Context: an optimization exercise on an open-source flow, tuned for a short achievable clock period. The choices shown serve that exercise and are no tape-out recipe.
At most, simulation tests tie the RTL to the original design; equivalence was not proved.
No functional check of the RTL was part of run 2.
Power is estimated from default activity; no workload was simulated.

==> flow/design.v <==
module RegFile(
     output logic [7:0][15:0] x,      
     output logic [7:0][9:0]  hi_m,   
     output logic [7:0][9:0]  hi_p,   
     output logic [7:0]  zero,        
     input  logic        clock,
     input  logic [15:0] wdata,
     input  logic [2:0]  waddr,
     input  logic        write
     );
logic [15:0] regcell [0:6];
always_ff @(posedge clock)
	if (write && waddr != 3'd7) regcell[waddr] <= wdata;
genvar i;
generate
	for (i = 0; i < 8; i = i + 1) begin : pre
		if (i == 7) begin : xzr
			assign x[i] = 16'd0;
		end else begin : xreg
			assign x[i] = regcell[i];
		end
		assign hi_m[i] = x[i][15:6] - 10'd1;
		assign hi_p[i] = x[i][15:6] + 10'd1;
		assign zero[i] = (x[i] == 16'd0);
	end
endgenerate
endmodule
module ImmAdd(
     output logic [15:0] result,
     input  logic [15:0] x,
     input  logic [9:0]  hi_m,
     input  logic [9:0]  hi_p,
     input  logic [5:0]  imm,
     input  logic        sub
     );
wire [5:0] b   = sub ? ~imm : imm;
wire [6:0] low = {1'b0, x[5:0]} + {1'b0, b} + {6'd0, sub};
assign result[15:6] = (low[6] == b[5]) ? x[15:6] : (low[6] ? hi_p : hi_m);
assign result[5:0]  = low[5:0];
endmodule
module Control(
     output logic       memread,
     output logic       memwrite,
     output logic       regwrite,
     output logic       taken_uncond,   
     output logic       cbz,            
     output logic       cls_reg,        
     output logic       cls_addi,       
     output logic       cls_andi,       
     output logic       cls_subi,       
     input  logic [3:0] opcode
     );
assign memread      = (opcode == 4'd5);
assign memwrite     = (opcode == 4'd6);
assign taken_uncond = (opcode == 4'd4);
assign cbz          = (opcode == 4'd7);
assign regwrite     = (opcode == 4'd0) | (opcode == 4'd1) | (opcode == 4'd5) |
                      (opcode == 4'd8) | (opcode == 4'd9) | (opcode == 4'd10);
assign cls_reg  = ~opcode[3] & ~opcode[2];
assign cls_addi = (~opcode[3] & opcode[2]) | (opcode[3] & ~opcode[1] & ~opcode[0]);
assign cls_andi = opcode[3] & opcode[0];
assign cls_subi = opcode[3] & opcode[1];
endmodule
module PCLogic(
     output logic [15:0] pc,
     input  logic        clock,
     input  logic [15:0] signext,
     input  logic        taken,
     input  logic        reset
     );
always_ff @(posedge clock)
	if (reset)
		pc <= 16'd0;
	else if (taken)
		pc <= pc + {signext[14:0], 1'b0};
	else
		pc <= pc + 16'd2;
endmodule
module LEGLiteSingle(
	iaddr,		 
	daddr,		 
	dwrite,		 
	dread,		 
	dwdata,		 
	alu_out,	 
	clock,
	idata,		 
	ddata,		 
	reset,
	probe
	);
output [15:0] iaddr;
output [15:0] daddr;
output dwrite;
output dread;
output [15:0] dwdata;
output [15:0] alu_out;
input clock;
input [15:0] idata;
input [15:0] ddata;
input reset;
output [15:0] probe;
wire [3:0] op  = idata[15:12];
wire [5:0] imm = idata[11:6];
wire [2:0] rm  = idata[11:9];
wire [2:0] rn  = idata[5:3];
wire [2:0] rd  = idata[2:0];
wire [15:0] simm = {{10{imm[5]}}, imm};
assign probe = simm;
wire regwrite, taken_uncond, cbz, cls_reg, cls_addi, cls_andi, cls_subi;
Control legv8_control(
	.memread(dread), .memwrite(dwrite), .regwrite(regwrite),
	.taken_uncond(taken_uncond), .cbz(cbz),
	.cls_reg(cls_reg), .cls_addi(cls_addi), .cls_andi(cls_andi),
	.cls_subi(cls_subi), .opcode(op));
wire [7:0][15:0] x;
wire [7:0][9:0]  hi_m;
wire [7:0][9:0]  hi_p;
wire [7:0]  zero;
wire [15:0] wdata;
RegFile legv8_register(
	.x(x), .hi_m(hi_m), .hi_p(hi_p), .zero(zero),
	.clock(clock), .wdata(wdata), .waddr(rd), .write(regwrite));
wire [7:0][15:0] addi_r;
genvar i;
generate
	for (i = 0; i < 8; i = i + 1) begin : imm_ops
		ImmAdd add_i(.result(addi_r[i]), .x(x[i]), .hi_m(hi_m[i]),
			.hi_p(hi_p[i]), .imm(imm), .sub(1'b0));
	end
endgenerate
wire [15:0] xn = x[rn];
wire [15:0] xm = x[rm];
wire        sub     = cls_reg ? op[0] : cls_subi;
wire [15:0] op2     = cls_reg ? xm : simm;
wire [15:0] sum     = xn + (sub ? ~op2 : op2) + {15'd0, sub};
wire [15:0] result  = cls_andi ? (xn & simm) : sum;
assign alu_out = result;
assign daddr   = addi_r[rn];
assign dwdata  = x[rd];
assign wdata   = dread ? ddata : result;
PCLogic legv8_pclogic(
	.pc(iaddr), .clock(clock), .signext(simm),
	.taken(taken_uncond | (cbz & zero[rn])), .reset(reset));
endmodule
==> flow/flow/run.sh <==
#!/bin/bash
# The standard layout with three synthesis changes, all for speed:
#  - no yosys full/half adder extraction (ADDER_MAP_FILE empty), so abc maps
#    the adders itself;
#  - abc maps with flow/abc_speed.script, which adds two rounds of the
#    classic delay mapper (dch; map) to ORFS's speed script; the ORFS scripts
#    folder is mirrored with links in ./scripts_abc with only that file replaced;
#  - slow cells added to the platform's don't-use list: the non-inverting
#    complex gates (and4, or4, mux2, maj3, a221o, ...), so abc builds the logic
#    from faster inverting gates, and the delay cells (clkdlybuf4s*, dlygate*,
#    dlymetal*), which the resizer would otherwise pick as port buffers.
PLATFORM_DONT_USE="sky130_fd_sc_hd__probe_p_8 sky130_fd_sc_hd__probec_p_8 sky130_fd_sc_hd__lpflow_bleeder_1 sky130_fd_sc_hd__lpflow_clkbufkapwr_1 sky130_fd_sc_hd__lpflow_clkbufkapwr_16 sky130_fd_sc_hd__lpflow_clkbufkapwr_2 sky130_fd_sc_hd__lpflow_clkbufkapwr_4 sky130_fd_sc_hd__lpflow_clkbufkapwr_8 sky130_fd_sc_hd__lpflow_clkinvkapwr_1 sky130_fd_sc_hd__lpflow_clkinvkapwr_16 sky130_fd_sc_hd__lpflow_clkinvkapwr_2 sky130_fd_sc_hd__lpflow_clkinvkapwr_4 sky130_fd_sc_hd__lpflow_clkinvkapwr_8 sky130_fd_sc_hd__lpflow_decapkapwr_12 sky130_fd_sc_hd__lpflow_decapkapwr_3 sky130_fd_sc_hd__lpflow_decapkapwr_4 sky130_fd_sc_hd__lpflow_decapkapwr_6 sky130_fd_sc_hd__lpflow_decapkapwr_8 sky130_fd_sc_hd__lpflow_inputiso0n_1 sky130_fd_sc_hd__lpflow_inputiso0p_1 sky130_fd_sc_hd__lpflow_inputiso1n_1 sky130_fd_sc_hd__lpflow_inputiso1p_1 sky130_fd_sc_hd__lpflow_inputisolatch_1 sky130_fd_sc_hd__lpflow_isobufsrc_1 sky130_fd_sc_hd__lpflow_isobufsrc_16 sky130_fd_sc_hd__lpflow_isobufsrc_2 sky130_fd_sc_hd__lpflow_isobufsrc_4 sky130_fd_sc_hd__lpflow_isobufsrc_8 sky130_fd_sc_hd__lpflow_isobufsrckapwr_16 sky130_fd_sc_hd__lpflow_lsbuf_lh_hl_isowell_tap_1 sky130_fd_sc_hd__lpflow_lsbuf_lh_hl_isowell_tap_2 sky130_fd_sc_hd__lpflow_lsbuf_lh_hl_isowell_tap_4 sky130_fd_sc_hd__lpflow_lsbuf_lh_isowell_4 sky130_fd_sc_hd__lpflow_lsbuf_lh_isowell_tap_1 sky130_fd_sc_hd__lpflow_lsbuf_lh_isowell_tap_2 sky130_fd_sc_hd__lpflow_lsbuf_lh_isowell_tap_4"
SLOW_CELLS="sky130_fd_sc_hd__a2111o_1 sky130_fd_sc_hd__a2111o_2 sky130_fd_sc_hd__a2111o_4 sky130_fd_sc_hd__a2111oi_0 sky130_fd_sc_hd__a2111oi_1 sky130_fd_sc_hd__a2111oi_2 sky130_fd_sc_hd__a2111oi_4 sky130_fd_sc_hd__a211o_1 sky130_fd_sc_hd__a211o_2 sky130_fd_sc_hd__a211o_4 sky130_fd_sc_hd__a211oi_1 sky130_fd_sc_hd__a211oi_2 sky130_fd_sc_hd__a211oi_4 sky130_fd_sc_hd__a21boi_0 sky130_fd_sc_hd__a21boi_1 sky130_fd_sc_hd__a21boi_2 sky130_fd_sc_hd__a21boi_4 sky130_fd_sc_hd__a221o_1 sky130_fd_sc_hd__a221o_2 sky130_fd_sc_hd__a221o_4 sky130_fd_sc_hd__a221oi_1 sky130_fd_sc_hd__a221oi_2 sky130_fd_sc_hd__a221oi_4 sky130_fd_sc_hd__a222oi_1 sky130_fd_sc_hd__a2bb2o_1 sky130_fd_sc_hd__a2bb2o_2 sky130_fd_sc_hd__a2bb2o_4 sky130_fd_sc_hd__a2bb2oi_1 sky130_fd_sc_hd__a2bb2oi_2 sky130_fd_sc_hd__a2bb2oi_4 sky130_fd_sc_hd__a311o_1 sky130_fd_sc_hd__a311o_2 sky130_fd_sc_hd__a311o_4 sky130_fd_sc_hd__a311oi_1 sky130_fd_sc_hd__a311oi_2 sky130_fd_sc_hd__a311oi_4 sky130_fd_sc_hd__a32o_1 sky130_fd_sc_hd__a32o_2 sky130_fd_sc_hd__a32o_4 sky130_fd_sc_hd__a32oi_1 sky130_fd_sc_hd__a32oi_2 sky130_fd_sc_hd__a32oi_4 sky130_fd_sc_hd__a41o_1 sky130_fd_sc_hd__a41o_2 sky130_fd_sc_hd__a41o_4 sky130_fd_sc_hd__a41oi_1 sky130_fd_sc_hd__a41oi_2 sky130_fd_sc_hd__a41oi_4 sky130_fd_sc_hd__and3b_1 sky130_fd_sc_hd__and3b_2 sky130_fd_sc_hd__and3b_4 sky130_fd_sc_hd__and4_1 sky130_fd_sc_hd__and4_2 sky130_fd_sc_hd__and4_4 sky130_fd_sc_hd__and4b_1 sky130_fd_sc_hd__and4b_2 sky130_fd_sc_hd__and4b_4 sky130_fd_sc_hd__and4bb_1 sky130_fd_sc_hd__and4bb_2 sky130_fd_sc_hd__and4bb_4 sky130_fd_sc_hd__maj3_1 sky130_fd_sc_hd__maj3_2 sky130_fd_sc_hd__maj3_4 sky130_fd_sc_hd__mux2_1 sky130_fd_sc_hd__mux2_2 sky130_fd_sc_hd__mux2_4 sky130_fd_sc_hd__mux2_8 sky130_fd_sc_hd__mux2i_1 sky130_fd_sc_hd__mux2i_2 sky130_fd_sc_hd__mux2i_4 sky130_fd_sc_hd__mux4_1 sky130_fd_sc_hd__mux4_2 sky130_fd_sc_hd__mux4_4 sky130_fd_sc_hd__nor4_1 sky130_fd_sc_hd__nor4_2 sky130_fd_sc_hd__nor4_4 sky130_fd_sc_hd__nor4b_1 sky130_fd_sc_hd__nor4b_2 sky130_fd_sc_hd__nor4b_4 sky130_fd_sc_hd__nor4bb_1 sky130_fd_sc_hd__nor4bb_2 sky130_fd_sc_hd__nor4bb_4 sky130_fd_sc_hd__o2111a_1 sky130_fd_sc_hd__o2111a_2 sky130_fd_sc_hd__o2111a_4 sky130_fd_sc_hd__o2111ai_1 sky130_fd_sc_hd__o2111ai_2 sky130_fd_sc_hd__o2111ai_4 sky130_fd_sc_hd__o211a_1 sky130_fd_sc_hd__o211a_2 sky130_fd_sc_hd__o211a_4 sky130_fd_sc_hd__o211ai_1 sky130_fd_sc_hd__o211ai_2 sky130_fd_sc_hd__o211ai_4 sky130_fd_sc_hd__o21ba_1 sky130_fd_sc_hd__o21ba_2 sky130_fd_sc_hd__o21ba_4 sky130_fd_sc_hd__o21bai_1 sky130_fd_sc_hd__o21bai_2 sky130_fd_sc_hd__o21bai_4 sky130_fd_sc_hd__o221a_1 sky130_fd_sc_hd__o221a_2 sky130_fd_sc_hd__o221a_4 sky130_fd_sc_hd__o221ai_1 sky130_fd_sc_hd__o221ai_2 sky130_fd_sc_hd__o221ai_4 sky130_fd_sc_hd__o2bb2a_1 sky130_fd_sc_hd__o2bb2a_2 sky130_fd_sc_hd__o2bb2a_4 sky130_fd_sc_hd__o2bb2ai_1 sky130_fd_sc_hd__o2bb2ai_2 sky130_fd_sc_hd__o2bb2ai_4 sky130_fd_sc_hd__o311a_1 sky130_fd_sc_hd__o311a_2 sky130_fd_sc_hd__o311a_4 sky130_fd_sc_hd__o311ai_0 sky130_fd_sc_hd__o311ai_1 sky130_fd_sc_hd__o311ai_2 sky130_fd_sc_hd__o311ai_4 sky130_fd_sc_hd__o32a_1 sky130_fd_sc_hd__o32a_2 sky130_fd_sc_hd__o32a_4 sky130_fd_sc_hd__o32ai_1 sky130_fd_sc_hd__o32ai_2 sky130_fd_sc_hd__o32ai_4 sky130_fd_sc_hd__o41a_1 sky130_fd_sc_hd__o41a_2 sky130_fd_sc_hd__o41a_4 sky130_fd_sc_hd__o41ai_1 sky130_fd_sc_hd__o41ai_2 sky130_fd_sc_hd__o41ai_4 sky130_fd_sc_hd__or2b_1 sky130_fd_sc_hd__or2b_2 sky130_fd_sc_hd__or2b_4 sky130_fd_sc_hd__or3_1 sky130_fd_sc_hd__or3_2 sky130_fd_sc_hd__or3_4 sky130_fd_sc_hd__or3b_1 sky130_fd_sc_hd__or3b_2 sky130_fd_sc_hd__or3b_4 sky130_fd_sc_hd__or4_1 sky130_fd_sc_hd__or4_2 sky130_fd_sc_hd__or4_4 sky130_fd_sc_hd__or4b_1 sky130_fd_sc_hd__or4b_2 sky130_fd_sc_hd__or4b_4 sky130_fd_sc_hd__or4bb_1 sky130_fd_sc_hd__or4bb_2 sky130_fd_sc_hd__or4bb_4 sky130_fd_sc_hd__xnor3_1 sky130_fd_sc_hd__xnor3_2 sky130_fd_sc_hd__xnor3_4 sky130_fd_sc_hd__xor3_1 sky130_fd_sc_hd__xor3_2 sky130_fd_sc_hd__xor3_4 sky130_fd_sc_hd__clkdlybuf4s15_1 sky130_fd_sc_hd__clkdlybuf4s15_2 sky130_fd_sc_hd__clkdlybuf4s18_1 sky130_fd_sc_hd__clkdlybuf4s18_2 sky130_fd_sc_hd__clkdlybuf4s25_1 sky130_fd_sc_hd__clkdlybuf4s25_2 sky130_fd_sc_hd__clkdlybuf4s50_1 sky130_fd_sc_hd__clkdlybuf4s50_2 sky130_fd_sc_hd__dlygate4sd1_1 sky130_fd_sc_hd__dlygate4sd2_1 sky130_fd_sc_hd__dlygate4sd3_1 sky130_fd_sc_hd__dlymetal6s2s_1 sky130_fd_sc_hd__dlymetal6s4s_1 sky130_fd_sc_hd__dlymetal6s6s_1"
rm -rf scripts_abc
mkdir scripts_abc
for f in "$FLOW_HOME"/scripts/*; do ln -s "$f" scripts_abc/; done
rm scripts_abc/abc_speed.script
cp flow/abc_speed.script scripts_abc/abc_speed.script
bash standard.sh SCRIPTS_DIR=$PWD/scripts_abc ADDER_MAP_FILE= "DONT_USE_CELLS=$PLATFORM_DONT_USE $SLOW_CELLS" finish > standard.log 2>&1
==> flow/flow/abc_speed.script <==
strash
&get -n
&st
&syn2
&if -g -K 6
&synch2
&put
dch -f
map -D 10
strash
dch -f
map -D 10
&get -n
&st
&syn2
&if -g -K 6
&synch2
&nf
&put
buffer -c
topo
stime -c
upsize -c
dnsize -c
==> flow/standard.sh <==
#!/bin/bash
# synth_recipe.tcl (not shown) runs the flow's synth.tcl, then flattens the netlist and writes it again
# the make line also repeats each setting of config.mk as NAME=value (left out here)
make -C /OpenROAD-flow-scripts/flow DESIGN_CONFIG=/design/flow/config.mk WORK_HOME=/design/flow/orfs CLKGATE_MAP_FILE= SYNTH_SCRIPT=/design/flow/synth_recipe.tcl "${@:-finish}"
==> flow/config.mk <==
export PLATFORM = sky130hd
export DESIGN_NAME = LEGLiteSingle
export DESIGN_NICKNAME = LEGLiteSingle
export VERILOG_FILES = /design/flow/design.v
export SDC_FILE = /design/flow/constraint.sdc
export NUM_CORES = 4
export LEC_CHECK = 0
export CAP_MARGIN = 20
export CORE_MARGIN = 2
export CORE_UTILIZATION = 40
export SETUP_SLACK_MARGIN = 3.0
export SLEW_MARGIN = 20
==> flow/constraint.sdc <==
create_clock -name core_clock -period 8.5 [get_ports {clock}]
set_input_delay 1.7000 -clock core_clock [delete_from_list [all_inputs] [get_ports {clock}]]
set_output_delay 1.7000 -clock core_clock [all_outputs]
set_load 0.01 [all_outputs]
==> results of run 1 <==
-- layer usage --
layer	track usage [%]	part of all wire, %
met2	60.81	43
met1	53.60	39
met4	19.54	6.2
met3	9.105	13
met5	0	0.011
-- power groups by stage --
stage / clock [mW] / combinational (mW) / sequential, mW
after floorplan: 0 / 0.532 / 0.773
after global placement: 0 / 0.771 / 0.809
after detailed placement: 0 / 0.774 / 0.809
after CTS: 0.749 / 0.950 / 0.797
after global routing: 0.777 / 1.11 / 0.803
final: 0.751 / 1.06 / 0.802
-- cell type report --
cell class	instances	area, um2
well taps	511	639.4
repair inverters	1	8.758
fillers	3816	17800
clock buffers	18	429.2
clock inverters	14	143.9
diodes	2	5.005
inverters	89	381.6
flip-flops and latches	127	3664
multi-input cells	1979	12040
repair buffers	366	2469
-- synthesized netlist by cell type, types with 5 or more instances --
| cell | count |
|---|---|
| nand3_2 | 5 |
| a31o_2 | 5 |
| and3_1 | 38 |
| nand2_1 | 519 |
| buf_1 | 7 |
| a22oi_1 | 52 |
| nor3_1 | 72 |
| xor2_1 | 84 |
| a31oi_1 | 48 |
| edfxtp_1 | 112 |
| nor2b_1 | 12 |
| a21o_1 | 15 |
| o22ai_1 | 36 |
| nand2_2 | 5 |
| buf_4 | 28 |
| nand4b_1 | 9 |
| dfxtp_1 | 15 |
| nor2_1 | 212 |
| o21ai_0 | 201 |
| xnor2_1 | 16 |
| clkbuf_1 | 85 |
| o21ai_1 | 56 |
| and2_1 | 23 |
| inv_1 | 83 |
| a22o_1 | 6 |
| o21a_1 | 25 |
| nand3b_1 | 18 |
| inv_2 | 6 |
| nor3b_1 | 5 |
| nand2b_1 | 60 |
| nand4_1 | 51 |
| buf_2 | 55 |
| nand3_1 | 156 |
| a21oi_1 | 186 |
| o31ai_1 | 20 |
-- worst max-delay path by stage --
stage	startpoint	to	slack, ps
after floorplan	idata[9]	daddr[15]	3050
after global placement	idata[5]	alu_out[12]	1450
after detailed placement	idata[5]	alu_out[12]	1400
after CTS	idata[4]	alu_out[15]	2610
after global routing	idata[6]	daddr[13]	2440
final	idata[6]	daddr[13]	2560
-- state kept, by name, indices dropped and copies added, names as in the netlist --
signal and flops:
legv8_register.regcell 112, legv8_pclogic.pc 15
-- layout by cell type, fill, tap and decap left out, types with 11 or more instances in the layout --
cell type	instances
a21o_1	15
a21oi_1	135
a21oi_2	45
a21oi_4	11
a22oi_1	38
a22oi_2	14
a31oi_1	27
a31oi_2	13
and2_1	19
and3_1	37
buf_1	174
buf_2	82
buf_4	14
buf_6	46
clkbuf_16	23
clkbuf_2	15
dfxtp_1	15
edfxtp_1	112
inv_1	80
nand2_1	490
nand2_2	27
nand2b_1	58
nand3_1	126
nand3_2	25
nand3b_1	18
nand4_1	51
nor2_1	191
nor2_4	16
nor3_1	58
o21a_1	23
o21ai_0	142
o21ai_1	80
o21ai_2	31
o22ai_1	18
o22ai_2	11
o31ai_1	11
xnor2_1	16
xor2_1	77
-- kinds of logic after synthesis --
group	count (synthesis)	synth area share, %
AOI/OAI and AO/OA	673	25.69
xor gates and xnor gates	100	5.762
buffers and inverters	268	7.960
DFF	127	24.10
other	1	0.02467
and+or+nand+nor	1204	36.46
-- worst max-delay path, cell delays in order --
cell and delay [ps]:
buf_12 110, buf_8 140, buf_2 120, a22oi_2 70, o22ai_2 240, nand3_1 130
nand2_2 120, a31oi_4 110, buf_6 140, o21ai_4 280, nor2_1 80, nand2_1 120
o31ai_2 80, nand2b_1 140, nand3_1 80, nand2_1 70, a21oi_2 220, nand3_2 130
buf_6 140
-- repair_timing --
| action | CTS | global route |
|---|---|---|
| endpoints found under the setup margin | 86 | 32 |
| pin swaps | 100 | 78 |
| gates cloned | 16 | 2 |
| resized for setup | 409 | 179 |
| setup buffers | 143 | 49 |
-- stage by stage --
step | worst slack (ps) | power, mW | util, % | area, um2 | hold WS, ps
floorplan | 3049 | 1.305 | - | 15200 | 532.1
global placement | 1452 | 1.580 | 41.62 | 15640 | 518.0
detailed placement | 1404 | 1.583 | 41.65 | 15650 | 519.9
CTS | 2608 | 2.497 | 50.15 | 18840 | 529.9
global route | 2435 | 2.693 | 52.62 | 19770 | 570.5
finish | 2556 | 2.608 | 52.63 | 19780 | 525.6
==> impl_metrics.xml, run 1 <==
<?xml version="1.0" encoding="UTF-8"?>
<metrics>
  <group name="worst_setup_path">
    <metric name="crit_arrival" unit="ps">4240</metric>
    <metric name="crit-reg2reg-capture" unit="">legv8_register.regcell[1][6]$_DFFE_PP_</metric>
    <metric name="rrSetupSlack" unit="ps">4360</metric>
    <metric name="cp-end-kind" unit="">output pin</metric>
    <metric name="worst_ep_required_time" unit="ps">6800</metric>
    <metric name="critPathLaunchType" unit="">input pin</metric>
    <metric name="worstRegToRegCells" unit="">15</metric>
    <metric name="crit_type" unit="">input pin to output pin</metric>
    <metric name="regToRegStartpoint" unit="">legv8_register.regcell[0][5]$_DFFE_PP_</metric>
    <metric name="cp_max_fo" unit="">8</metric>
  </group>
  <group name="drt">
    <metric name="drt_iter0_drc" unit="">3133</metric>
    <metric name="wl" unit="um">81370</metric>
    <metric name="drt_first_pass_iters" unit="">8</metric>
    <metric name="vias" unit="">19850</metric>
    <metric name="remaining_drc_errors" unit="">0</metric>
    <metric name="post_drt_wl_per_cell" unit="um">26.19</metric>
    <metric name="antenna_left" unit="">0</metric>
    <metric name="detail_route.vias_per_cell" unit="">6.389</metric>
  </group>
  <group name="clock_tree">
    <metric name="postCtsHoldBufs" unit="">0</metric>
    <metric name="clock_tree.buffer_depth" unit="">2</metric>
    <metric name="cts_inserted_buffers" unit="">17</metric>
    <metric name="cts_root_buffer" unit="">clkbuf_16</metric>
    <metric name="clkTransAtPathRegs" unit="ps">70</metric>
    <metric name="tritoncts" unit="">yes</metric>
    <metric name="cts-htree-levels" unit="">4</metric>
    <metric name="number_of_sinks_driven_by_the_clock_tree" unit="">127</metric>
    <metric name="worst_skew_pair.late_latency" unit="ps">460</metric>
  </group>
  <group name="logic_synthesis">
    <metric name="synth.lib_cells_used.distinct" unit="">57</metric>
    <metric name="synth.largest_area_cell" unit="">edfxtp_1</metric>
    <metric name="postSynth.asyncResetShare" unit="%">0</metric>
    <metric name="yosys_most_used_dff" unit="">edfxtp_1</metric>
    <metric name="postSynthNetCount" unit="">2407</metric>
    <metric name="synthesis.area" unit="um2">15200</metric>
    <metric name="synth_edf_count" unit="">112</metric>
    <metric name="warning_count_from_the_yosys_run" unit="">2</metric>
    <metric name="synth_area_per_cell" unit="um2">6.406</metric>
    <metric name="seq_area_frac_synth" unit="%">24.10</metric>
    <metric name="yosys-top-cells-area" unit="">edfxtp_1 22%, nand2_1 13%, o21ai_0 6.6%</metric>
    <metric name="synth_seq_cells" unit="">127</metric>
    <metric name="netlist.area_leader.share" unit="%">22.13</metric>
    <metric name="synth_cells" unit="">2373</metric>
  </group>
  <group name="floorplan">
    <metric name="effective_utilization_at_floorplan" unit="%">40.45</metric>
    <metric name="boundaryPins" unit="">116</metric>
    <metric name="die_x" unit="um">198.9</metric>
    <metric name="std_cell_rows" unit="">71</metric>
    <metric name="placeableCoreArea" unit="um2">37580</metric>
    <metric name="die_area" unit="um2">39580</metric>
    <metric name="chipHeight" unit="um">198.9</metric>
  </group>
  <group name="placement">
    <metric name="gp_congestion" unit="">1.002</metric>
    <metric name="port-buffer-count" unit="">114</metric>
    <metric name="inst_count_dp" unit="">2863</metric>
    <metric name="dp_hpwl" unit="um">56470</metric>
  </group>
  <group name="pwr">
    <metric name="netSwitchingFraction" unit="%">41.65</metric>
    <metric name="combPwrFrac" unit="%">40.5</metric>
    <metric name="power.density" unit="nW/um2">131.9</metric>
    <metric name="power.internal" unit="mW">1.522</metric>
    <metric name="standby_leakage_power" unit="nW">7.463</metric>
    <metric name="p_sw" unit="mW">1.086</metric>
    <metric name="ir_drop" unit="mV">0.09852</metric>
    <metric name="clkPwrFrac" unit="%">28.8</metric>
    <metric name="p_seq_share" unit="%">30.8</metric>
  </group>
  <group name="global_route">
    <metric name="grt.total_usage" unit="%">40.08</metric>
    <metric name="grt_pass1_wl" unit="um">115700</metric>
    <metric name="overflow" unit="">0</metric>
    <metric name="antenna_found_initial" unit="">2</metric>
    <metric name="grt_start_max_net_pins" unit="">73</metric>
    <metric name="number_of_global_route_vias_before_repair" unit="">17800</metric>
  </group>
  <group name="hold_path">
    <metric name="holdPathStages" unit="">2</metric>
    <metric name="worst_min_delay_path_category" unit="">flop to flop</metric>
    <metric name="timing.hold.worst.start" unit="">legv8_pclogic.pc[11]$_SDFF_PP0_</metric>
    <metric name="timing.hold.worst_endpoint" unit="">legv8_pclogic.pc[11]$_SDFF_PP0_</metric>
  </group>
  <group name="cells_and_area">
    <metric name="area_delta_synth_final" unit="%">30.10</metric>
    <metric name="final-instance-count-excl-fill" unit="">3107</metric>
    <metric name="post_route_cells_drive_above_1_share" unit="%">20.78</metric>
    <metric name="num-nets-final" unit="">2615</metric>
  </group>
  <group name="timing">
    <metric name="setup_violations" unit="">0</metric>
    <metric name="hold_violations" unit="">0</metric>
    <metric name="relSlewSlack" unit="%">20.85</metric>
    <metric name="max_freq" unit="GHz">0.1682</metric>
    <metric name="totalNegativeSetupSlack" unit="ps">0</metric>
    <metric name="grt_setup_unrepaired" unit="">true</metric>
    <metric name="skew" unit="ps">8.843</metric>
    <metric name="final.min_clock_period" unit="ps">5944</metric>
    <metric name="slew_viol_final" unit="">0</metric>
    <metric name="min_period_over_period" unit="%">69.92</metric>
    <metric name="worst_pin_slew" unit="ps">1183</metric>
  </group>
  <group name="status">
    <metric name="status" unit="">finished clean</metric>
  </group>
  <group name="flow_run">
    <metric name="maxCapViolCount" unit="">0</metric>
  </group>
</metrics>
==> run 2: changes to the inputs <==
--- a/flow/design.v
+++ b/flow/design.v
@@ -124,2 +124,3 @@
 wire [7:0][15:0] addi_r;
+wire [7:0][15:0] subi_r;
 genvar i;
@@ -129,2 +130,4 @@
 			.hi_p(hi_p[i]), .imm(imm), .sub(1'b0));
+		ImmAdd sub_i(.result(subi_r[i]), .x(x[i]), .hi_m(hi_m[i]),
+			.hi_p(hi_p[i]), .imm(imm), .sub(1'b1));
 	end
@@ -133,8 +136,17 @@
 wire [15:0] xm = x[rm];
-wire        sub     = cls_reg ? op[0] : cls_subi;
-wire [15:0] op2     = cls_reg ? xm : simm;
-wire [15:0] sum     = xn + (sub ? ~op2 : op2) + {15'd0, sub};
-wire [15:0] result  = cls_andi ? (xn & simm) : sum;
+wire [15:0] addi_res  = addi_r[rn];
+wire [15:0] addi_res2 = addi_r[rn];   
+wire [15:0] subi_res  = subi_r[rn];
+wire [15:0] reg_res   = xn + (op[0] ? ~xm : xm) + {15'd0, op[0]};
+wire [15:0] andi_res  = xn & simm;
+logic [15:0] result;
+always_comb begin
+	result = 16'd0;
+	if (cls_reg)  result = result | reg_res;
+	if (cls_addi) result = result | addi_res;
+	if (cls_andi) result = result | andi_res;
+	if (cls_subi) result = result | subi_res;
+end
 assign alu_out = result;
-assign daddr   = addi_r[rn];
+assign daddr   = addi_res2;
 assign dwdata  = x[rd];
--- a/flow/config.mk
+++ b/flow/config.mk
@@ -9,4 +9,4 @@
 export CORE_MARGIN = 2
-export CORE_UTILIZATION = 40
-export SETUP_SLACK_MARGIN = 3.0
+export CORE_UTILIZATION = 35
+export SETUP_SLACK_MARGIN = 4.0
 export SLEW_MARGIN = 20
==> run 2 against run 1 <==
  * Clock power increased by 12%
  * Sequential share of layout area fell by 6.6 points
  * Sequential cell count unchanged
  * Wire length grew 77%
  * Core utilization shrank 4.0 points
  * First-iteration DRC count grew 86%
  * Hold slack better by 13 ps
  * Total power increased by 27%
  * Via count up 67%
  * Critical path type is now input pin to flop
  * Highest routed layer unchanged
==> impl_metrics.xml, run 2 <==
<?xml version="1.0" encoding="UTF-8"?>
<metrics>
  <group name="status">
    <metric name="status" unit="">finished clean</metric>
  </group>
  <group name="logic_synthesis">
    <metric name="netlist.area_leader.share" unit="%">15.09</metric>
    <metric name="synth.top_cells.by_count" unit="">823 x nand2_1, 517 x nand3_1, 358 x nor2_1</metric>
    <metric name="yosys-top-cells-area" unit="">edfxtp_1 15%, nand2_1 14%, nand3_1 12%</metric>
    <metric name="seq_area_frac_synth" unit="%">16.43</metric>
    <metric name="postSynth.asyncResetShare" unit="%">0</metric>
    <metric name="synth_cells" unit="">3779</metric>
    <metric name="synth_edf_count" unit="">112</metric>
    <metric name="synth.largest_area_cell" unit="">edfxtp_1</metric>
    <metric name="synth_seq_cells" unit="">127</metric>
    <metric name="synth.lib_cells_used.distinct" unit="">64</metric>
    <metric name="synthesis.area" unit="um2">22290</metric>
    <metric name="synth_most_common_cell" unit="">nand2_1</metric>
    <metric name="warning_count_from_the_yosys_run" unit="">3</metric>
    <metric name="synth_area_per_cell" unit="um2">5.899</metric>
    <metric name="yosys_most_used_dff" unit="">edfxtp_1</metric>
    <metric name="postSynthNetCount" unit="">3813</metric>
  </group>
  <group name="pwr">
    <metric name="ir_drop" unit="mV">0.1390</metric>
    <metric name="netSwitchingFraction" unit="%">45.55</metric>
    <metric name="clkPwrFrac" unit="%">25.4</metric>
    <metric name="p_sw" unit="mW">1.510</metric>
    <metric name="fin_total_pwr" unit="mW">3.315</metric>
    <metric name="combPwrFrac" unit="%">50.8</metric>
    <metric name="standby_leakage_power" unit="nW">11.93</metric>
    <metric name="power.density" unit="nW/um2">108.1</metric>
    <metric name="p_seq_share" unit="%">23.7</metric>
    <metric name="power.internal" unit="mW">1.805</metric>
  </group>
  <group name="hold_path">
    <metric name="timing.hold.worst_endpoint" unit="">legv8_pclogic.pc[10]$_SDFF_PP0_</metric>
    <metric name="holdPathStages" unit="">2</metric>
    <metric name="worst_min_delay_path_category" unit="">flop to flop</metric>
    <metric name="timing.hold.worst.start" unit="">legv8_pclogic.pc[10]$_SDFF_PP0_</metric>
  </group>
  <group name="floorplan">
    <metric name="placeableCoreArea" unit="um2">63080</metric>
    <metric name="effective_utilization_at_floorplan" unit="%">35.34</metric>
    <metric name="std_cell_rows" unit="">92</metric>
    <metric name="boundaryPins" unit="">116</metric>
    <metric name="die_x" unit="um">256.4</metric>
    <metric name="die_area" unit="um2">65730</metric>
    <metric name="chipHeight" unit="um">256.4</metric>
  </group>
  <group name="worst_setup_path">
    <metric name="regToRegStartpoint" unit="">legv8_register.regcell[6][3]$_DFFE_PP_</metric>
    <metric name="timing.critical_path.slowest_stage_cell" unit="">buf_4</metric>
    <metric name="cp_max_fo" unit="">16</metric>
    <metric name="crit_type" unit="">input pin to flop</metric>
    <metric name="worst_ep_required_time" unit="ps">8870</metric>
    <metric name="worst_path_most_repeated_cell" unit="">buf_1</metric>
    <metric name="worstRegToRegCells" unit="">37</metric>
    <metric name="critPathLaunchType" unit="">input pin</metric>
    <metric name="cp_slowest_stage_delay" unit="ps">400</metric>
    <metric name="crit_arrival" unit="ps">6820</metric>
    <metric name="rrSetupSlack" unit="ps">2670</metric>
    <metric name="cp-end-kind" unit="">flop</metric>
    <metric name="crit-reg2reg-capture" unit="">legv8_register.regcell[0][10]$_DFFE_PP_</metric>
  </group>
  <group name="global_route">
    <metric name="grt_pass1_wl" unit="um">202000</metric>
    <metric name="grt_start_max_net_pins" unit="">46</metric>
    <metric name="grt.total_usage" unit="%">41.35</metric>
    <metric name="number_of_global_route_vias_before_repair" unit="">29260</metric>
    <metric name="antenna_found_initial" unit="">4</metric>
    <metric name="overflow" unit="">0</metric>
  </group>
  <group name="placement">
    <metric name="dpl-instance-area" unit="um2">23110</metric>
    <metric name="dp_hpwl" unit="um">93740</metric>
    <metric name="gp_congestion" unit="">1.122</metric>
    <metric name="port-buffer-count" unit="">114</metric>
  </group>
  <group name="timing">
    <metric name="min_period_over_period" unit="%">75.91</metric>
    <metric name="max_freq" unit="GHz">0.1550</metric>
    <metric name="relSlewSlack" unit="%">23.47</metric>
    <metric name="final.min_clock_period" unit="ps">6452</metric>
    <metric name="grt_setup_unrepaired" unit="">true</metric>
    <metric name="setup_violations" unit="">0</metric>
    <metric name="hold_violations" unit="">0</metric>
    <metric name="totalNegativeSetupSlack" unit="ps">0</metric>
    <metric name="hold-worst-slack" unit="ps">538.6</metric>
    <metric name="worst_pin_slew" unit="ps">1147</metric>
    <metric name="slew_viol_final" unit="">0</metric>
    <metric name="skew" unit="ps">16.64</metric>
  </group>
  <group name="clock_tree">
    <metric name="clock_tree.buffer_depth" unit="">2</metric>
    <metric name="worst_skew_pair.late_latency" unit="ps">520</metric>
    <metric name="clkTransAtPathRegs" unit="ps">70</metric>
    <metric name="number_of_sinks_driven_by_the_clock_tree" unit="">127</metric>
    <metric name="cts_inserted_buffers" unit="">17</metric>
    <metric name="postCtsHoldBufs" unit="">0</metric>
    <metric name="cts_root_buffer" unit="">clkbuf_16</metric>
    <metric name="tritoncts" unit="">yes</metric>
    <metric name="cts-htree-levels" unit="">4</metric>
  </group>
  <group name="cells_and_area">
    <metric name="mostFrequentLayoutCell" unit="">nand2_1</metric>
    <metric name="area_delta_synth_final" unit="%">37.57</metric>
    <metric name="design_area" unit="um2">30670</metric>
    <metric name="top_register" unit="">legv8_register.regcell</metric>
    <metric name="num-nets-final" unit="">4146</metric>
    <metric name="post_route_cells_drive_above_1_share" unit="%">25.24</metric>
    <metric name="reg.largest.list" unit="">legv8_register.regcell x112, legv8_pclogic.pc x15</metric>
    <metric name="most-common-layout-cells" unit="">728 x nand2_1, 435 x nand3_1, 313 x nor2_1</metric>
    <metric name="largest_register_ffs" unit="">112</metric>
  </group>
  <group name="drt">
    <metric name="post_drt_wl_per_cell" unit="um">28.92</metric>
    <metric name="detail_route.vias_per_cell" unit="">6.672</metric>
    <metric name="drt_iter0_drc" unit="">5831</metric>
    <metric name="drt_first_pass_iters" unit="">13</metric>
    <metric name="wl" unit="um">143800</metric>
    <metric name="antenna_left" unit="">0</metric>
    <metric name="remaining_drc_errors" unit="">0</metric>
    <metric name="vias" unit="">33180</metric>
  </group>
  <group name="flow_run">
    <metric name="maxCapViolCount" unit="">0</metric>
  </group>
</metrics>
## run 2: worst max path at each step
stage	start	end	cells past startpoint
2_1_floorplan	idata[10]	alu_out[12]	13
4_1_cts	idata[8]	alu_out[8]	17
6_report	idata[3]	legv8_register.regcell[0][10]$_DFFE_PP_	37
5_1_grt	idata[3]	legv8_register.regcell[0][10]$_DFFE_PP_	37
3_5_place_dp	idata[9]	alu_out[13]	15
3_3_place_gp	idata[9]	alu_out[13]	15
## run 2: metal layers
metal | vias to the layer above | routed length [um] | global-route usage, % | part of all wire (%)
met4 | 4 | 13190 | 28.50 | 9.2
met3 | 872 | 22810 | 15.32 | 16
li1 | 14070 | - | - | -
met5 | - | 106 | 0.5117 | 0.074
met1 | 15180 | 51660 | 52.49 | 36
met2 | 3056 | 56030 | 57.54 | 39
## run 2: logic make-up (layout without fill, tap and decap cells)
family | after synthesis | count (layout) | share of synthesized area (%)
compound gates | 841 | 842 | 22.19
xor+xnor | 54 | 54 | 2.121
buf+inv | 421 | 764 | 9.154
flops | 127 | 127 | 16.43
other cells | 1 | 3 | 0.01682
simple gates | 2335 | 2337 | 50.09
## run 2: final cells by class
cell class                      count  area, um2
Antenna cell                        2      5.005
Clock buffer                       25      583.1
Clock inverter                      7      52.55
Fill cell                        6448      32410
Inverter                          105      508.0
Multi-Input combinational cell   3234      19720
Sequential cell                   127       3664
Tap cell                          846       1059
Timing Repair Buffer              625       5064
Timing Repair inverter              2      17.52
## run 2: critical path: cells and delay by family
| family | cells | cell delay (ps) |
|---|---|---|
| AOI/OAI and AO/OA | 3 | 610 |
| and+or+nand+nor | 5 | 920 |
| buffers and inverters | 29 | 3550 |
## run 2: what timing repair did
item / 4_1_cts / 5_1_grt
gates cloned: 40 / 7
pin swaps: 163 / 116
setup endpoints to repair: 176 / 106
setup buffers: 294 / 87
gates resized for setup: 697 / 367
## run 2: power by group through the flow
stage	combinational (mW)	sequential, mW	clock, mW
2_1_floorplan	0.756	0.749	0
3_3_place_gp	1.09	0.794	0
3_5_place_dp	1.09	0.793	0
4_1_cts	1.44	0.781	0.844
5_1_grt	1.73	0.788	0.863
6_report	1.68	0.787	0.844
## run 2: stage by stage
stage          std cells  utilization (%)  setup WS (ps)
2_1_floorplan       3779                -           3305
3_3_place_gp        4510            36.61           1414
3_5_place_dp        4510            36.64           1401
4_1_cts             4876            45.64           2595
5_1_grt             4971            48.61           2055
6_report            4973            48.62           2048
==> run 3: changes to the inputs <==
--- a/flow/design.v
+++ b/flow/design.v
@@ -136,15 +136,7 @@
 wire [15:0] xm = x[rm];
-wire [15:0] addi_res  = addi_r[rn];
 wire [15:0] addi_res2 = addi_r[rn];   
-wire [15:0] subi_res  = subi_r[rn];
-wire [15:0] reg_res   = xn + (op[0] ? ~xm : xm) + {15'd0, op[0]};
-wire [15:0] andi_res  = xn & simm;
-logic [15:0] result;
-always_comb begin
-	result = 16'd0;
-	if (cls_reg)  result = result | reg_res;
-	if (cls_addi) result = result | addi_res;
-	if (cls_andi) result = result | andi_res;
-	if (cls_subi) result = result | subi_res;
-end
+wire        sub     = cls_reg ? op[0] : cls_subi;
+wire [15:0] op2     = cls_reg ? xm : simm;
+wire [15:0] sum     = xn + (sub ? ~op2 : op2) + {15'd0, sub};
+wire [15:0] result  = cls_andi ? (xn & simm) : sum;
 assign alu_out = result;
==> flow/flow/run.sh (replaced) <==
#!/bin/bash
# The standard layout with two synthesis changes, both for speed:
#  - no yosys full/half adder extraction (ADDER_MAP_FILE empty), so abc maps
#    the adders itself;
#  - slow cells added to the platform's don't-use list: the non-inverting
#    complex gates (and4, or4, mux2, maj3, a221o, ...), so abc builds the logic
#    from faster inverting gates, and the delay cells (clkdlybuf4s*, dlygate*,
#    dlymetal*), which the resizer would otherwise pick as port buffers;
#  - flow/io.tcl puts the instruction and ALU output pins on one edge.
PLATFORM_DONT_USE="sky130_fd_sc_hd__probe_p_8 sky130_fd_sc_hd__probec_p_8 sky130_fd_sc_hd__lpflow_bleeder_1 sky130_fd_sc_hd__lpflow_clkbufkapwr_1 sky130_fd_sc_hd__lpflow_clkbufkapwr_16 sky130_fd_sc_hd__lpflow_clkbufkapwr_2 sky130_fd_sc_hd__lpflow_clkbufkapwr_4 sky130_fd_sc_hd__lpflow_clkbufkapwr_8 sky130_fd_sc_hd__lpflow_clkinvkapwr_1 sky130_fd_sc_hd__lpflow_clkinvkapwr_16 sky130_fd_sc_hd__lpflow_clkinvkapwr_2 sky130_fd_sc_hd__lpflow_clkinvkapwr_4 sky130_fd_sc_hd__lpflow_clkinvkapwr_8 sky130_fd_sc_hd__lpflow_decapkapwr_12 sky130_fd_sc_hd__lpflow_decapkapwr_3 sky130_fd_sc_hd__lpflow_decapkapwr_4 sky130_fd_sc_hd__lpflow_decapkapwr_6 sky130_fd_sc_hd__lpflow_decapkapwr_8 sky130_fd_sc_hd__lpflow_inputiso0n_1 sky130_fd_sc_hd__lpflow_inputiso0p_1 sky130_fd_sc_hd__lpflow_inputiso1n_1 sky130_fd_sc_hd__lpflow_inputiso1p_1 sky130_fd_sc_hd__lpflow_inputisolatch_1 sky130_fd_sc_hd__lpflow_isobufsrc_1 sky130_fd_sc_hd__lpflow_isobufsrc_16 sky130_fd_sc_hd__lpflow_isobufsrc_2 sky130_fd_sc_hd__lpflow_isobufsrc_4 sky130_fd_sc_hd__lpflow_isobufsrc_8 sky130_fd_sc_hd__lpflow_isobufsrckapwr_16 sky130_fd_sc_hd__lpflow_lsbuf_lh_hl_isowell_tap_1 sky130_fd_sc_hd__lpflow_lsbuf_lh_hl_isowell_tap_2 sky130_fd_sc_hd__lpflow_lsbuf_lh_hl_isowell_tap_4 sky130_fd_sc_hd__lpflow_lsbuf_lh_isowell_4 sky130_fd_sc_hd__lpflow_lsbuf_lh_isowell_tap_1 sky130_fd_sc_hd__lpflow_lsbuf_lh_isowell_tap_2 sky130_fd_sc_hd__lpflow_lsbuf_lh_isowell_tap_4"
SLOW_CELLS="sky130_fd_sc_hd__a2111o_1 sky130_fd_sc_hd__a2111o_2 sky130_fd_sc_hd__a2111o_4 sky130_fd_sc_hd__a2111oi_0 sky130_fd_sc_hd__a2111oi_1 sky130_fd_sc_hd__a2111oi_2 sky130_fd_sc_hd__a2111oi_4 sky130_fd_sc_hd__a211o_1 sky130_fd_sc_hd__a211o_2 sky130_fd_sc_hd__a211o_4 sky130_fd_sc_hd__a211oi_1 sky130_fd_sc_hd__a211oi_2 sky130_fd_sc_hd__a211oi_4 sky130_fd_sc_hd__a21boi_0 sky130_fd_sc_hd__a21boi_1 sky130_fd_sc_hd__a21boi_2 sky130_fd_sc_hd__a21boi_4 sky130_fd_sc_hd__a221o_1 sky130_fd_sc_hd__a221o_2 sky130_fd_sc_hd__a221o_4 sky130_fd_sc_hd__a221oi_1 sky130_fd_sc_hd__a221oi_2 sky130_fd_sc_hd__a221oi_4 sky130_fd_sc_hd__a222oi_1 sky130_fd_sc_hd__a2bb2o_1 sky130_fd_sc_hd__a2bb2o_2 sky130_fd_sc_hd__a2bb2o_4 sky130_fd_sc_hd__a2bb2oi_1 sky130_fd_sc_hd__a2bb2oi_2 sky130_fd_sc_hd__a2bb2oi_4 sky130_fd_sc_hd__a311o_1 sky130_fd_sc_hd__a311o_2 sky130_fd_sc_hd__a311o_4 sky130_fd_sc_hd__a311oi_1 sky130_fd_sc_hd__a311oi_2 sky130_fd_sc_hd__a311oi_4 sky130_fd_sc_hd__a32o_1 sky130_fd_sc_hd__a32o_2 sky130_fd_sc_hd__a32o_4 sky130_fd_sc_hd__a32oi_1 sky130_fd_sc_hd__a32oi_2 sky130_fd_sc_hd__a32oi_4 sky130_fd_sc_hd__a41o_1 sky130_fd_sc_hd__a41o_2 sky130_fd_sc_hd__a41o_4 sky130_fd_sc_hd__a41oi_1 sky130_fd_sc_hd__a41oi_2 sky130_fd_sc_hd__a41oi_4 sky130_fd_sc_hd__and3b_1 sky130_fd_sc_hd__and3b_2 sky130_fd_sc_hd__and3b_4 sky130_fd_sc_hd__and4_1 sky130_fd_sc_hd__and4_2 sky130_fd_sc_hd__and4_4 sky130_fd_sc_hd__and4b_1 sky130_fd_sc_hd__and4b_2 sky130_fd_sc_hd__and4b_4 sky130_fd_sc_hd__and4bb_1 sky130_fd_sc_hd__and4bb_2 sky130_fd_sc_hd__and4bb_4 sky130_fd_sc_hd__maj3_1 sky130_fd_sc_hd__maj3_2 sky130_fd_sc_hd__maj3_4 sky130_fd_sc_hd__mux2_1 sky130_fd_sc_hd__mux2_2 sky130_fd_sc_hd__mux2_4 sky130_fd_sc_hd__mux2_8 sky130_fd_sc_hd__mux2i_1 sky130_fd_sc_hd__mux2i_2 sky130_fd_sc_hd__mux2i_4 sky130_fd_sc_hd__mux4_1 sky130_fd_sc_hd__mux4_2 sky130_fd_sc_hd__mux4_4 sky130_fd_sc_hd__nor4_1 sky130_fd_sc_hd__nor4_2 sky130_fd_sc_hd__nor4_4 sky130_fd_sc_hd__nor4b_1 sky130_fd_sc_hd__nor4b_2 sky130_fd_sc_hd__nor4b_4 sky130_fd_sc_hd__nor4bb_1 sky130_fd_sc_hd__nor4bb_2 sky130_fd_sc_hd__nor4bb_4 sky130_fd_sc_hd__o2111a_1 sky130_fd_sc_hd__o2111a_2 sky130_fd_sc_hd__o2111a_4 sky130_fd_sc_hd__o2111ai_1 sky130_fd_sc_hd__o2111ai_2 sky130_fd_sc_hd__o2111ai_4 sky130_fd_sc_hd__o211a_1 sky130_fd_sc_hd__o211a_2 sky130_fd_sc_hd__o211a_4 sky130_fd_sc_hd__o211ai_1 sky130_fd_sc_hd__o211ai_2 sky130_fd_sc_hd__o211ai_4 sky130_fd_sc_hd__o21ba_1 sky130_fd_sc_hd__o21ba_2 sky130_fd_sc_hd__o21ba_4 sky130_fd_sc_hd__o21bai_1 sky130_fd_sc_hd__o21bai_2 sky130_fd_sc_hd__o21bai_4 sky130_fd_sc_hd__o221a_1 sky130_fd_sc_hd__o221a_2 sky130_fd_sc_hd__o221a_4 sky130_fd_sc_hd__o221ai_1 sky130_fd_sc_hd__o221ai_2 sky130_fd_sc_hd__o221ai_4 sky130_fd_sc_hd__o2bb2a_1 sky130_fd_sc_hd__o2bb2a_2 sky130_fd_sc_hd__o2bb2a_4 sky130_fd_sc_hd__o2bb2ai_1 sky130_fd_sc_hd__o2bb2ai_2 sky130_fd_sc_hd__o2bb2ai_4 sky130_fd_sc_hd__o311a_1 sky130_fd_sc_hd__o311a_2 sky130_fd_sc_hd__o311a_4 sky130_fd_sc_hd__o311ai_0 sky130_fd_sc_hd__o311ai_1 sky130_fd_sc_hd__o311ai_2 sky130_fd_sc_hd__o311ai_4 sky130_fd_sc_hd__o32a_1 sky130_fd_sc_hd__o32a_2 sky130_fd_sc_hd__o32a_4 sky130_fd_sc_hd__o32ai_1 sky130_fd_sc_hd__o32ai_2 sky130_fd_sc_hd__o32ai_4 sky130_fd_sc_hd__o41a_1 sky130_fd_sc_hd__o41a_2 sky130_fd_sc_hd__o41a_4 sky130_fd_sc_hd__o41ai_1 sky130_fd_sc_hd__o41ai_2 sky130_fd_sc_hd__o41ai_4 sky130_fd_sc_hd__or2b_1 sky130_fd_sc_hd__or2b_2 sky130_fd_sc_hd__or2b_4 sky130_fd_sc_hd__or3_1 sky130_fd_sc_hd__or3_2 sky130_fd_sc_hd__or3_4 sky130_fd_sc_hd__or3b_1 sky130_fd_sc_hd__or3b_2 sky130_fd_sc_hd__or3b_4 sky130_fd_sc_hd__or4_1 sky130_fd_sc_hd__or4_2 sky130_fd_sc_hd__or4_4 sky130_fd_sc_hd__or4b_1 sky130_fd_sc_hd__or4b_2 sky130_fd_sc_hd__or4b_4 sky130_fd_sc_hd__or4bb_1 sky130_fd_sc_hd__or4bb_2 sky130_fd_sc_hd__or4bb_4 sky130_fd_sc_hd__xnor3_1 sky130_fd_sc_hd__xnor3_2 sky130_fd_sc_hd__xnor3_4 sky130_fd_sc_hd__xor3_1 sky130_fd_sc_hd__xor3_2 sky130_fd_sc_hd__xor3_4 sky130_fd_sc_hd__clkdlybuf4s15_1 sky130_fd_sc_hd__clkdlybuf4s15_2 sky130_fd_sc_hd__clkdlybuf4s18_1 sky130_fd_sc_hd__clkdlybuf4s18_2 sky130_fd_sc_hd__clkdlybuf4s25_1 sky130_fd_sc_hd__clkdlybuf4s25_2 sky130_fd_sc_hd__clkdlybuf4s50_1 sky130_fd_sc_hd__clkdlybuf4s50_2 sky130_fd_sc_hd__dlygate4sd1_1 sky130_fd_sc_hd__dlygate4sd2_1 sky130_fd_sc_hd__dlygate4sd3_1 sky130_fd_sc_hd__dlymetal6s2s_1 sky130_fd_sc_hd__dlymetal6s4s_1 sky130_fd_sc_hd__dlymetal6s6s_1"
bash standard.sh ADDER_MAP_FILE= IO_CONSTRAINTS=$PWD/flow/io.tcl "DONT_USE_CELLS=$PLATFORM_DONT_USE $SLOW_CELLS" finish > standard.log 2>&1
==> flow/flow/io.tcl (new file) <==
# Pin placement: the instruction input and the two ALU outputs (alu_out,
# daddr), which the longest paths join, all on the top edge, so that the
# logic between them sits close to all of them.
set_io_pin_constraint -region top:* -pin_names {idata[0] idata[1] idata[2] idata[3] idata[4] idata[5] idata[6] idata[7] idata[8] idata[9] idata[10] idata[11] idata[12] idata[13] idata[14] idata[15] alu_out[0] alu_out[1] alu_out[2] alu_out[3] alu_out[4] alu_out[5] alu_out[6] alu_out[7] alu_out[8] alu_out[9] alu_out[10] alu_out[11] alu_out[12] alu_out[13] alu_out[14] alu_out[15] daddr[0] daddr[1] daddr[2] daddr[3] daddr[4] daddr[5] daddr[6] daddr[7] daddr[8] daddr[9] daddr[10] daddr[11] daddr[12] daddr[13] daddr[14] daddr[15]}
--- a/flow/config.mk
+++ b/flow/config.mk
@@ -9,4 +9,4 @@
 export CORE_MARGIN = 2
-export CORE_UTILIZATION = 35
-export SETUP_SLACK_MARGIN = 4.0
+export CORE_UTILIZATION = 40
+export SETUP_SLACK_MARGIN = 5.0
 export SLEW_MARGIN = 20
removed: flow/flow/abc_speed.script
==> run 3 against run 2 <==
  * Clock power shrank 6.9%
  * Wire length shrank 47%
  * Global-route usage shrank 1.6 points
  * Still clean on timing, DRC and antenna
  * Non-clock buffer count shrank 192
  * Die area shrank 44%
  * Synthesized cell count shrank 45%
  * Register-to-register slack gained 1800 ps
  * Fmax grew 4.1%
  * Total power shrank 13%
  * Final area shrank 33%
  * Critical endpoint is now alu_out[8]
==> impl_metrics.xml, run 3 <==
<?xml version="1.0" encoding="UTF-8"?>
<metrics>
  <group name="worst_setup_path">
    <metric name="timing.critical_path.slowest_stage_cell" unit="">or2_4</metric>
    <metric name="crit_type" unit="">input pin to output pin</metric>
    <metric name="cp_max_fo" unit="">7</metric>
    <metric name="rrSetupSlack" unit="ps">4480</metric>
    <metric name="critPathTopFamily" unit="">compound AO/OA/AOI/OAI gates</metric>
    <metric name="crit_arrival" unit="ps">4500</metric>
    <metric name="worst_ep_required_time" unit="ps">6800</metric>
    <metric name="path_cells" unit="">buf_16 -&gt; or2_4 -&gt; buf_6 -&gt; o31ai_4 -&gt; nand2_2 -&gt; o21ai_1 -&gt; nand4_1 -&gt; buf_1 -&gt; buf_1 -&gt; o21a_1 -&gt; a21oi_2 -&gt; o21ai_1 -&gt; xnor2_1 -&gt; a22o_2 -&gt; buf_6</metric>
    <metric name="regToRegStartpoint" unit="">legv8_register.regcell[3][0]$_DFFE_PP_</metric>
    <metric name="cp-end-kind" unit="">output pin</metric>
    <metric name="worst_path_bufs_invs" unit="">5</metric>
    <metric name="critPathLaunchType" unit="">input pin</metric>
    <metric name="crit-reg2reg-capture" unit="">legv8_register.regcell[0][0]$_DFFE_PP_</metric>
    <metric name="cp_slowest_stage_delay" unit="ps">320</metric>
    <metric name="worstRegToRegCells" unit="">23</metric>
  </group>
  <group name="global_route">
    <metric name="number_of_global_route_vias_before_repair" unit="">16220</metric>
    <metric name="overflow" unit="">0</metric>
    <metric name="antenna_found_initial" unit="">1</metric>
    <metric name="grt.total_usage" unit="%">39.73</metric>
    <metric name="grt_start_max_net_pins" unit="">40</metric>
    <metric name="grt_pass1_wl" unit="um">106500</metric>
  </group>
  <group name="floorplan">
    <metric name="die_x" unit="um">192.6</metric>
    <metric name="die_area" unit="um2">37100</metric>
    <metric name="std_cell_rows" unit="">69</metric>
    <metric name="effective_utilization_at_floorplan" unit="%">40.30</metric>
    <metric name="chipHeight" unit="um">192.6</metric>
    <metric name="boundaryPins" unit="">116</metric>
    <metric name="placeableCoreArea" unit="um2">35310</metric>
  </group>
  <group name="pwr">
    <metric name="standby_leakage_power" unit="nW">7.608</metric>
    <metric name="combPwrFrac" unit="%">44.4</metric>
    <metric name="power.density" unit="nW/um2">140.2</metric>
    <metric name="netSwitchingFraction" unit="%">40.28</metric>
    <metric name="p_seq_share" unit="%">28.4</metric>
    <metric name="ir_drop" unit="mV">0.1715</metric>
    <metric name="power.internal" unit="mW">1.728</metric>
    <metric name="clkPwrFrac" unit="%">27.2</metric>
    <metric name="p_sw" unit="mW">1.165</metric>
  </group>
  <group name="cells_and_area">
    <metric name="num-nets-final" unit="">2377</metric>
    <metric name="most-common-layout-cells" unit="">272 x nand2_1, 176 x nor2_1, 134 x buf_1</metric>
    <metric name="post_route_cells_drive_above_1_share" unit="%">31.66</metric>
    <metric name="area_delta_synth_final" unit="%">45.02</metric>
    <metric name="final_core_utilization" unit="%">58.45</metric>
    <metric name="reg.largest.list" unit="">legv8_register.regcell x112, legv8_pclogic.pc x15</metric>
    <metric name="largest_register_ffs" unit="">112</metric>
    <metric name="mostFrequentLayoutCell" unit="">nand2_1</metric>
    <metric name="top_register" unit="">legv8_register.regcell</metric>
  </group>
  <group name="timing">
    <metric name="grt_setup_unrepaired" unit="">true</metric>
    <metric name="hold_violations" unit="">0</metric>
    <metric name="worst_pin_slew" unit="ps">1016</metric>
    <metric name="slew_viol_final" unit="">0</metric>
    <metric name="min_period_over_period" unit="%">72.94</metric>
    <metric name="max_freq" unit="GHz">0.1613</metric>
    <metric name="relSlewSlack" unit="%">32.03</metric>
    <metric name="fin_ws" unit="ps">2300</metric>
    <metric name="skew" unit="ps">13.15</metric>
    <metric name="setup_violations" unit="">0</metric>
    <metric name="final.min_clock_period" unit="ps">6200</metric>
    <metric name="totalNegativeSetupSlack" unit="ps">0</metric>
  </group>
  <group name="clock_tree">
    <metric name="cts-htree-levels" unit="">4</metric>
    <metric name="cts_root_buffer" unit="">clkbuf_16</metric>
    <metric name="cts_inserted_buffers" unit="">17</metric>
    <metric name="tritoncts" unit="">yes</metric>
    <metric name="number_of_sinks_driven_by_the_clock_tree" unit="">127</metric>
    <metric name="postCtsHoldBufs" unit="">0</metric>
    <metric name="clock_tree.buffer_depth" unit="">2</metric>
    <metric name="worst_skew_pair.late_latency" unit="ps">460</metric>
    <metric name="clkTransAtPathRegs" unit="ps">70</metric>
  </group>
  <group name="drt">
    <metric name="antenna_left" unit="">0</metric>
    <metric name="detail_route.vias_per_cell" unit="">6.428</metric>
    <metric name="remaining_drc_errors" unit="">0</metric>
    <metric name="wl" unit="um">76740</metric>
    <metric name="drt_first_pass_iters" unit="">19</metric>
    <metric name="vias" unit="">18110</metric>
    <metric name="drt_iter0_drc" unit="">2554</metric>
    <metric name="post_drt_wl_per_cell" unit="um">27.23</metric>
  </group>
  <group name="placement">
    <metric name="dp_hpwl" unit="um">48800</metric>
    <metric name="gp_congestion" unit="">1.029</metric>
    <metric name="port-buffer-count" unit="">114</metric>
    <metric name="place_worst_setup_slack" unit="ps">1501</metric>
  </group>
  <group name="logic_synthesis">
    <metric name="synth_most_common_cell" unit="">nand2_1</metric>
    <metric name="synth.top_cells.by_count" unit="">307 x nand2_1, 221 x nor2_1, 185 x a21oi_1</metric>
    <metric name="synth_seq_cells" unit="">127</metric>
    <metric name="yosys-top-cells-area" unit="">edfxtp_1 24%, nand2_1 8.1%, xnor2_1 7.1%</metric>
    <metric name="postSynthNetCount" unit="">2107</metric>
    <metric name="synth_edf_count" unit="">112</metric>
    <metric name="postSynth.asyncResetShare" unit="%">0</metric>
    <metric name="synth_area_per_cell" unit="um2">6.865</metric>
    <metric name="synth.lib_cells_used.distinct" unit="">58</metric>
    <metric name="synth.largest_area_cell" unit="">edfxtp_1</metric>
    <metric name="warning_count_from_the_yosys_run" unit="">2</metric>
    <metric name="yosys_most_used_dff" unit="">edfxtp_1</metric>
    <metric name="synth_cells" unit="">2073</metric>
    <metric name="seq_area_frac_synth" unit="%">25.74</metric>
    <metric name="netlist.area_leader.share" unit="%">23.63</metric>
    <metric name="synthesis.area" unit="um2">14230</metric>
  </group>
  <group name="hold_path">
    <metric name="timing.hold.worst.start" unit="">legv8_pclogic.pc[15]$_SDFF_PP0_</metric>
    <metric name="timing.hold.worst_endpoint" unit="">legv8_pclogic.pc[15]$_SDFF_PP0_</metric>
    <metric name="holdPathStages" unit="">2</metric>
    <metric name="worst_min_delay_path_category" unit="">flop to flop</metric>
  </group>
  <group name="flow_run">
    <metric name="maxCapViolCount" unit="">0</metric>
  </group>
  <group name="status">
    <metric name="status" unit="">finished clean</metric>
  </group>
</metrics>
## run 3: how the worst max path moves through the flow
stage | from | endpoint | slack (ps) | cells after the start
2_1_floorplan | idata[7] | daddr[14] | 3040 | 14
3_3_place_gp | idata[9] | alu_out[11] | 1560 | 15
3_5_place_dp | idata[9] | alu_out[13] | 1500 | 14
4_1_cts | idata[6] | daddr[8] | 2480 | 15
5_1_grt | idata[14] | alu_out[12] | 2320 | 17
6_report | idata[14] | alu_out[8] | 2300 | 15
## run 3: power by group through the flow
stage,sequential (mW),clock (mW),combinational (mW)
2_1_floorplan,0.784,0,0.626
3_3_place_gp,0.829,0,0.814
3_5_place_dp,0.829,0,0.819
4_1_cts,0.816,0.784,1.13
5_1_grt,0.822,0.813,1.34
6_report,0.823,0.786,1.28
## run 3: timing repair
| item | 4_1_cts | 5_1_grt |
|---|---|---|
| pin swaps | 143 | 141 |
| resized for setup | 498 | 216 |
| endpoints found under the setup margin | 270 | 239 |
| setup buffers | 200 | 64 |
| gates cloned | 27 | 1 |
## run 3: worst reg2reg max path, cell delays in order (launching register included)
cell and delay [ps]:
edfxtp_1 590, and2_1 230, o21ai_1 170, nand4b_1 290, buf_2 230, buf_2 120, and2_4 170, a21oi_2 130
nand2_1 100, buf_2 140, buf_6 110, buf_6 100, buf_6 100, buf_6 110, buf_6 110, buf_6 110
buf_6 100, buf_6 100, buf_6 100, buf_6 100, buf_6 100, buf_6 100, buf_6 110, a31oi_4 290
## run 3: area by class of cell
class                           count  area (um2)
Fill cell                        3080       14670
Timing Repair inverter              2       17.52
Sequential cell                   127        3664
Inverter                           53       245.2
Clock inverter                     15       196.4
Antenna cell                        1       2.502
Tap cell                          461       576.8
Timing Repair Buffer              433        3706
Clock buffer                       17       425.4
Multi-Input combinational cell   1709       11810
## run 3: stage by stage
step	hold slack (ps)	instances	instance area, um2	power [mW]
2_1_floorplan	519.4	2073	15610	1.410
3_3_place_gp	491.7	2493	15330	1.644
3_5_place_dp	503.6	2493	15330	1.648
4_1_cts	519.4	2752	19510	2.727
5_1_grt	540.2	2817	20640	2.973
6_report	514.3	2818	20640	2.894
## run 3: cell families after synthesis
logic type / share of synthesized area [%]
and+or+nand+nor: 32.19
DFF: 25.74
other: 0.02635
xor gates and xnor gates: 9.522
buffers and inverters: 7.543
AOI/OAI and AO/OA: 24.98
## run 3: layer usage
metal	share of wire [%]	vias up	routed length (um)	GRT usage, %
met5	0	-	0	0
met4	8.6	0	6608	25.90
met3	12	378	9489	11.00
met2	44	1375	33390	61.19
met1	36	8552	27250	48.60
li1	-	7809	-	-

## afterwards: timing with drivers on the ports
No port has a modelled driver above. Below, the same layouts with a new extraction and two added sets of constraints.
Step 1: set_driving_cell puts a clkbuf_16 on clock and a buf_2 on each other input, an assumption about the parent block.
Step 2 adds t to the input delays and takes it off the output delays; t is the mean of the earliest and latest rising clock arrival at the registers after step 1. Input paths then give back, and output paths get back, about the clock's delay inside the block.
a / b / c = no drivers / after step 1 / after step 2; a / b = the first two.
| run | shift t [ns] | slack for setup (ns) | slew at the worst register clock pin (ns) | worst data-port slew with drivers (ns) |
|---|---|---|---|---|
| run 1 | 0.504 | 2.556 / 2.354 / 2.354 | 0.07 / 0.07 | 0.23 |
| run 2 | 0.577 | 2.048 / 1.860 / 1.283 | 0.08 / 0.08 | 0.30 |
| run 3 | 0.506 | 2.300 / 2.163 / 2.163 | 0.08 / 0.08 | 0.25 |
After both steps every run listed still meets setup and hold. For run 2, which loses most, drivers alone change the setup slack by -0.188 ns; drivers and shift together by -0.765 ns.
